Context: an optimization exercise on an open-source flow, tuned for small area and a short achievable clock period. The choices shown serve that exercise and are no tape-out recipe. Only simulation tests tie the RTL to the original design; equivalence was not proved. In every run shown here, the design's own scripts or RTL, not TritonCTS, make the clock network. The flow treats the clock pin as an ideal source. Dropping or thinning the clock tree relies on that and would not hold on a real chip. Power and IR drop assume default switching activity.

==> flow/design.v, too long to show whole: its modules and the start of the top module <==
// module mac16: 1222 lines
// module mac16_fa: 4 lines
// module mac16_pp: 3 lines
// module mac16_ha: 4 lines
module mac16 (
    input             clk,
    input             rst_n,
    input      [15:0] a,
    input      [15:0] b,
    input      [31:0] acc,
    output reg [31:0] out
);
  // ...
==> flow/flow/run.sh <==
#!/bin/bash
# Own layout flow: the standard ORFS flow (standard.sh, synthesis included)
# with two hooks:
#  - flow/resize_hook.tcl, before the placement resizer: port buffer cells and
#    the drive strength of the operand flip-flops;
#  - flow/cts_hook3.tcl, at the start of CTS: a balanced clock tree of
#    inverter pairs (port -> 4 x clkinv_8 -> 4 x clkinv_16 -> flip-flops)
#    instead of TritonCTS's two-level H-tree of buffers.
set -euo pipefail
here=$(pwd)
export PRE_RESIZE_TCL=$here/flow/resize_hook.tcl
export PRE_CTS_TCL=$here/flow/cts_hook3.tcl
bash standard.sh > $here/standard_flow.log 2>&1
==> flow/flow/cts_hook3.tcl <==
# Clock tree of inverter pairs: the clock port drives four clkinv_8 clock
# inverters; each drives one clkinv_16, which drives the clock pins of one
# quarter of the flip-flops (halved at the median x, then at the median y).
# Every flip-flop sees the same two inverters between it and the port, so the
# clock keeps its polarity and the tree is balanced.
set db [ord::get_db]
set block [ord::get_db_block]
set clk_net [$block findNet clk]
set leaf_master [$db findMaster sky130_fd_sc_hd__clkinv_16]
set root_master [$db findMaster sky130_fd_sc_hd__clkinv_8]

set sinks {}
foreach it [$clk_net getITerms] {
  if {[$it isInputSignal]} {
    set loc [[$it getInst] getLocation]
    lappend sinks [list $it [lindex $loc 0] [lindex $loc 1]]
  }
}
proc bisect {items idx depth} {
  if {$depth == 0} { return [list $items] }
  set s [lsort -real -index $idx $items]
  set h [expr {[llength $s] / 2}]
  set nidx [expr {$idx == 1 ? 2 : 1}]
  return [concat [bisect [lrange $s 0 [expr {$h - 1}]] $nidx [expr {$depth - 1}]] \
                 [bisect [lrange $s $h end] $nidx [expr {$depth - 1}]]]
}
proc centre {items} {
  set sx 0; set sy 0
  foreach s $items { set sx [expr {$sx + [lindex $s 1]}]; set sy [expr {$sy + [lindex $s 2]}] }
  set n [llength $items]
  return [list [expr {int($sx / $n)}] [expr {int($sy / $n)}]]
}
set i 0
foreach g [bisect $sinks 1 2] {
  lassign [centre $g] cx cy
  set rinst [odb::dbInst_create $block $root_master "clkinv_r${i}"]
  set rnet [odb::dbNet_create $block "clknet_r${i}"]
  $rnet setSigType CLOCK
  [$rinst findITerm A] connect $clk_net
  [$rinst findITerm Y] connect $rnet
  $rinst setLocation $cx $cy
  $rinst setPlacementStatus PLACED
  set inst [odb::dbInst_create $block $leaf_master "clkinv_l${i}"]
  set net [odb::dbNet_create $block "clknet_l${i}"]
  $net setSigType CLOCK
  [$inst findITerm A] connect $rnet
  [$inst findITerm Y] connect $net
  foreach s $g {
    set it [lindex $s 0]
    $it disconnect
    $it connect $net
  }
  $inst setLocation $cx $cy
  $inst setPlacementStatus PLACED
  puts "cts_hook: clkinv_l${i} drives [llength $g] clock pins"
  incr i
}
$clk_net setSigType CLOCK

# cts.tcl calls repair_clock_inverters and clock_tree_synthesis next; the tree
# is already built (and its inverters must not be cloned per flip-flop).
rename repair_clock_inverters my_unused_repair_clock_inverters
proc repair_clock_inverters {args} { puts "cts_hook: clock inverters kept as built" }
rename clock_tree_synthesis my_unused_clock_tree_synthesis
proc clock_tree_synthesis {args} { puts "cts_hook: clock tree built by flow/cts_hook3.tcl" }
==> flow/flow/resize_hook.tcl <==
# Port buffers: a small buffer on inputs, a faster one on outputs (out[*] drives
# the 10 fF load and sits on the output timing path).
set n_in 0
set n_out 0
foreach inst [get_cells *] {
  set name [get_property $inst name]
  set ref [get_property $inst ref_name]
  if {[regexp {^input[0-9]+$} $name] && [string match "*buf*" $ref]
      && [get_property [get_nets -of_objects [get_pins $name/A]] name] ne "rst_n"} {
    replace_cell $inst sky130_fd_sc_hd__buf_1
    incr n_in
  } elseif {[regexp {^output[0-9]+$} $name] && [string match "*buf*" $ref]} {
    replace_cell $inst sky130_fd_sc_hd__buf_2
    incr n_out
  } elseif {[regexp {^[ab]_r\[[0-9]+\]} $name] && $ref eq "sky130_fd_sc_hd__dfxtp_1"} {
    replace_cell $inst sky130_fd_sc_hd__dfxtp_4
  }
}
puts "resize_hook: $n_in input and $n_out output buffers replaced"

# Logic cells that synthesis sized up (_2, _4, ...) go back to their smallest
# drive strength: the clock period leaves every such path far from critical.
set n_down 0
foreach inst [get_cells *] {
  set ref [get_property $inst ref_name]
  if {[regexp {^(sky130_fd_sc_hd__([a-z0-9]+))_([0-9]+)$} $ref -> base func drive]
      && $drive > 1
      && ![regexp {^(df|sdf|edf|dl|buf|clk|inv|bufinv|conb|tap|fill|decap|fa|ha)} $func]} {
    foreach small {1 0} {
      set lib_cell [get_lib_cells -quiet */${base}_${small}]
      if {$lib_cell ne ""} {
        replace_cell $inst [get_property $lib_cell name]
        incr n_down
        break
      }
    }
  }
}
puts "resize_hook: $n_down logic cells set to their smallest size"
==> flow/standard.sh <==
#!/bin/bash
# synth_recipe.tcl (not shown) runs the flow's synth.tcl, then flattens the netlist and writes it again
# the make line also repeats each setting of config.mk as NAME=value (left out here)
make -C /OpenROAD-flow-scripts/flow DESIGN_CONFIG=/design/flow/config.mk WORK_HOME=/design/flow/orfs CLKGATE_MAP_FILE= SYNTH_SCRIPT=/design/flow/synth_recipe.tcl "${@:-finish}"
==> flow/config.mk <==
export PLATFORM = sky130hd
export DESIGN_NAME = mac16
export DESIGN_NICKNAME = mac16
export VERILOG_FILES = /design/flow/design.v
export SDC_FILE = /design/flow/constraint.sdc
export NUM_CORES = 4
export LEC_CHECK = 0
export CAP_MARGIN = 20
export CORE_MARGIN = 2
export CORE_UTILIZATION = 65
export SLEW_MARGIN = 20
export SYNTH_HIERARCHICAL = 1
export SYNTH_MINIMUM_KEEP_SIZE = 0
==> flow/constraint.sdc <==
create_clock -name core_clock -period 15.0 [get_ports {clk}]
set_input_delay 3.0000 -clock core_clock [delete_from_list [all_inputs] [get_ports {clk}]]
set_output_delay 3.0000 -clock core_clock [all_outputs]
set_load 0.01 [all_outputs]
==> impl_metrics.py, run 1 <==
metrics = {
    "placement": {
        "place_worst_setup_slack_ns": 11.29,
        "dp_cells": 1167,
        "placed_area_um2": 11200,
    },
    "logic_synthesis": {
        "synth_xor_area_share_pct": 1.51,
        "yosys-mux-area-fraction_pct": 0.192,
        "yosysSeqAreaShare_pct": 31.2,
        "synth_largest_area_cell": "fa_1",
        "synth-edff-count": 0,
        "synthesis.nets": 1197,
    },
    "sta": {
        "drv_slew": 0,
        "slew_headroom_pct": 47.2,
        "layout_min_cycle_time_ns": 3.63,
        "setup_tns_ns": 0,
        "rsz0062_at_grt": "no",
        "min_period_over_period_pct": 24.2,
        "hold_violations": 0,
    },
    "final_layout": {
        "fillers": 1163,
        "design.seq.count": 154,
        "largest_cell_class": "multi-input combinational cells",
        "layoutNonFillerInstCount": 1175,
    },
    "setup_path": {
        "crit_arrival_ns": 0.63,
        "r2r_slack_ns": 11.44,
        "r2r_start": "b_r[5]",
    },
    "hold_path": {
        "min_path_type": "register to register",
        "hold_end": "v2",
    },
    "pwr": {
        "powerSeq_uw": 609,
        "leakagePower_uw": 0.00516,
        "ir_drop_mv": 0.0851,
    },
    "routing": {
        "drt-wirelength-per-cell_um": 19.9,
        "drt_iter0_drc": 504,
    },
    "die": {
        "tap_cells": 216,
        "die_area_um2": 17100,
    },
    "status": {
        "status": "no timing/DRC/antenna violations",
    },
    "clocking": {
        "clkTransAtPathRegs_ns": 0.08,
    },
}
==> run 2: changes to the inputs <==
--- a/flow/design.v
+++ b/flow/design.v
@@ -2,24 +2,24 @@
 module mac16 (
     input             clk,
     input             rst_n,
     input      [15:0] a,
     input      [15:0] b,
     input      [31:0] acc,
     output reg [31:0] out
 );
-    reg v1, v2;
+    reg v1, v2n;
     always @(posedge clk or negedge rst_n) begin
         if (!rst_n) begin
-            v1 <= 1'b0;
-            v2 <= 1'b0;
+            v1  <= 1'b0;
+            v2n <= 1'b1;
         end else begin
-            v1 <= 1'b1;
-            v2 <= v1;
+            v1  <= 1'b1;
+            v2n <= ~v1;
         end
     end
     reg [15:0] a_r, b_r;
     reg [31:0] acc_r;
     always @(posedge clk) begin
         a_r   <= ~a;   
         b_r   <= ~b;
         acc_r <= acc;
@@ -1213,17 +1213,17 @@
     assign hi[29] = p[29] ^ pg54;
     assign hi[30] = p[30] ^ pg55;
     assign hi[31] = p[31] ^ pg56;
     wire [31:0] sum = {hi, lo_r};
     always @(posedge clk or negedge rst_n) begin
         if (!rst_n)
             out <= 32'd0;
         else
-            out <= v2 ? sum : 32'd0;
+            out <= ~(~sum | {32{v2n}});
     end
 endmodule
 module mac16_fa (input a, input b, input c, output s, output co);
     assign s  = a ^ b ^ c;
     assign co = (a & b) | (a & c) | (b & c);
 endmodule
 module mac16_pp (input a, input b, output p);
     assign p = ~(a | b);
==> run 2 against run 1 <==
Compared with the run above: still clean on timing, DRC and antenna; via count up 3.4%; largest power group unchanged; clock skew down 0.0044 ns; power down 1.8%; design area down 0.55%.
==> impl_metrics.py, run 2 <==
metrics = {
    "logic_synthesis": {
        "yosys-top-cells-count": "nor2_1, fa_1, dfxtp_1, inv_1, ha_1",
        "synth_area_leaders": "fa_1, dfxtp_1, nor2_1",
        "synthFlopType": "dfxtp_1",
        "ys_seq_elements": 154,
        "yosysSeqAreaShare_pct": 31.3,
        "syn_area_um2": 10400,
        "synth-edff-count": 0,
        "syn-instance-count": 853,
        "yosysMostFrequentCell": "nor2_1",
        "yosys_warnings": 7,
        "synth_top_area_share_pct": 45.3,
        "synthesis.nets": 1194,
        "synth_largest_area_cell": "fa_1",
        "yosysUniqueCellTypes": 42,
        "syn_area_per_cell_um2": 12.2,
        "synthArstFlopShare_pct": 22.1,
    },
    "final_layout": {
        "drive_above_1_share_pct": 7.75,
        "syn2layout_area_growth_pct": 8.57,
        "fillers": 1144,
        "finalNetCount": 1298,
        "diodes": 0,
        "final_area_um2": 11300,
        "layout_common_cells": "nor2_1, fa_1, dfxtp_1, buf_1, inv_1",
        "final_common_cell": "nor2_1",
        "top_regs": "acc_r (32), out (32), x_r (25)",
    },
    "routing": {
        "viasPerCell": 5.84,
        "drt_iter0_drc": 549,
        "vias": 6834,
        "final_antenna_net_count": 0,
        "drc_errors": 0,
        "drt_pre_antenna_iters": 5,
        "drt-wirelength-per-cell_um": 20.6,
        "wirelength_mm": 24.1,
    },
    "setup_path": {
        "crit_path_start_kind": "register",
        "reg2reg_depth": 8,
        "r2r_slack_ns": 11.37,
        "crit_path_end_kind": "primary output",
        "critPathBufInv": 1,
        "critPathKind": "register to primary output",
        "slowest_stage": "dfrtp_1",
        "crit_arrival_ns": 0.65,
        "required_ns": 12.00,
        "cp_max_fo": 1,
        "startpoint": "out[17]",
        "rr_endpoint": "lo_r[6]",
        "critPathTopFamily": "flip-flops",
        "cpPeakStageDelay_ns": 0.37,
        "r2r_start": "b_r[2]",
        "crit_chain": "buf_2",
    },
    "sta": {
        "setup_viol": 0,
        "fmax_mhz": 274,
        "rsz0062_at_grt": "no",
        "slew_headroom_pct": 61.5,
        "skew_ns": 0.0116,
        "layout_min_cycle_time_ns": 3.65,
        "min_period_over_period_pct": 24.3,
        "tightest_slew_ns": 0.578,
        "hold_violations": 0,
        "drv_slew": 0,
        "setup_tns_ns": 0,
        "fin_ws_ns": 11.35,
    },
    "clocking": {
        "clock_latency_ns": 0.15,
        "clkTransAtPathRegs_ns": 0.08,
        "postCtsHoldBufs": 0,
        "ctsResizeCount": 0,
        "post_cts_buffers": 0,
    },
    "grt": {
        "grt_pass1_wl_mm": 38.5,
        "use_met3_pct": 5.66,
        "grt_usage_pct": 30.0,
        "grt_busiest_layer": "met2",
        "grt_max_degree": 40,
        "grt_pass1_vias": 7451,
        "grt_overflow": 0,
        "grt_antenna_before_repair": 0,
        "use_met1_pct": 43.0,
        "grt_util_met2_pct": 48.5,
    },
    "pwr": {
        "ir_drop_mv": 0.0824,
        "power_density_nw_per_um2": 153,
        "leakagePower_uw": 0.00516,
    },
    "placement": {
        "dp_hpwl_mm": 17.8,
        "placed_area_um2": 11100,
        "place_worst_setup_slack_ns": 11.24,
        "portBuffers": 97,
        "gp_congestion": 0.935,
    },
    "hold_path": {
        "holdPathStages": 1,
        "min_path_type": "register to register",
        "min_from": "v1",
        "hold_end": "v2n",
    },
    "die": {
        "core-area_um2": 15800,
        "die_area_um2": 17000,
        "rows": 46,
        "fp.dieH_um": 130,
        "die_w_um": 130,
        "initial_utilization_pct": 65.9,
        "pin_count": 98,
    },
    "status": {
        "status": "no timing/DRC/antenna violations",
    },
    "flow_run": {
        "drv_cap": 0,
    },
}
-- run 2: cell type report --
class | instances | area [um^2] | share of cell area, %
multi-input cells | 650 | 6870 | 60.9
repair buffers | 98 | 418 | 3.70
flip-flops and latches | 154 | 3370 | 29.9
well taps | 216 | 270 | 2.39
inverters | 53 | 354 | 3.14
-- run 2: how the worst max path moves through the flow --
stage / depth (start not counted) / slack (ns) / to
floorplan: 7 / 11.52 / x_r[16]
global placement: 8 / 11.11 / lo_r[6]
detailed placement: 2 / 11.24 / v2n
CTS: 2 / 11.24 / v2n
global route: 1 / 11.32 / out[0]
finish: 1 / 11.35 / out[17]
-- run 2: routing by layer --
layer,vias to the layer above,part of all wire (%)
met4,0,2.9
met3,82,11
met1,3441,39
met5,-,0
met2,479,47
li1,2832,-
-- run 2: where the power goes --
group	internal (uW)	switching [uW]	total, uW
sequential	538	71.8	610
clock	36.1	137	173
combinational	431	512	944
-- run 2: cells by family (layout without fill, tap and decap cells) --
family / Yosys count / count (layout) / share of synthesized area, %
other: 1 / 1 / 0.0361
and+or+nand+nor: 314 / 314 / 12.1
xor gates and xnor gates: 20 / 20 / 1.69
DFF: 154 / 154 / 31.3
adders and majority gates: 275 / 275 / 50.1
buffers and inverters: 49 / 151 / 1.78
AOI/OAI and AO/OA: 40 / 40 / 3.01
-- run 2: per-stage QoR --
| step | util (%) | power (uW) | hold WS (ns) | cells |
|---|---|---|---|---|
| 2_1_floorplan | - | 1300 | 0.337 | 853 |
| 6_report | 71.6 | 1730 | 0.353 | 1171 |
| 5_1_grt | 71.6 | 1890 | 0.367 | 1171 |
| 4_1_cts | 71.6 | 1700 | 0.344 | 1171 |
| 3_5_place_dp | 70.4 | 1560 | 0.341 | 1163 |
| 3_3_place_gp | 73.7 | 1570 | 0.341 | 1163 |
-- run 2: Yosys stat by module (local to each module, per instance) --
module,flops+latches,cells
mac16,154,349
mac16_pp,0,1
mac16_ha,0,1
mac16_fa,0,1

## what the ideal ports hide
The flow's constraints put no driver on any port. The routed layouts listed below were extracted and timed again, unchanged, in two steps. Step 1 assumes that a clkbuf_16 drives the clock port and a buf_2 every other input. Step 2 times the ports against the registers' clock, not the clock port: input delays grow and output delays shrink by t, the midpoint of the rising clock arrivals with the driver on. Three values: ideal, step 1, step 2; two values: the first two.
run	t, ns	setup slack, ns	latest minus earliest clock arrival (ns)	worst data-port slew with drivers (ns)
run 1	0.298	11.369 / 11.207 / 11.307	0.018 / 0.017	0.03
run 2	0.288	11.353 / 11.205 / 11.266	0.012 / 0.012	0.04
After both steps every run listed still meets setup and hold. The setup slack of run 2, which loses most, moves by -0.148 ns with the drivers and by -0.087 ns with both steps. Setup slack includes reset recovery checks.
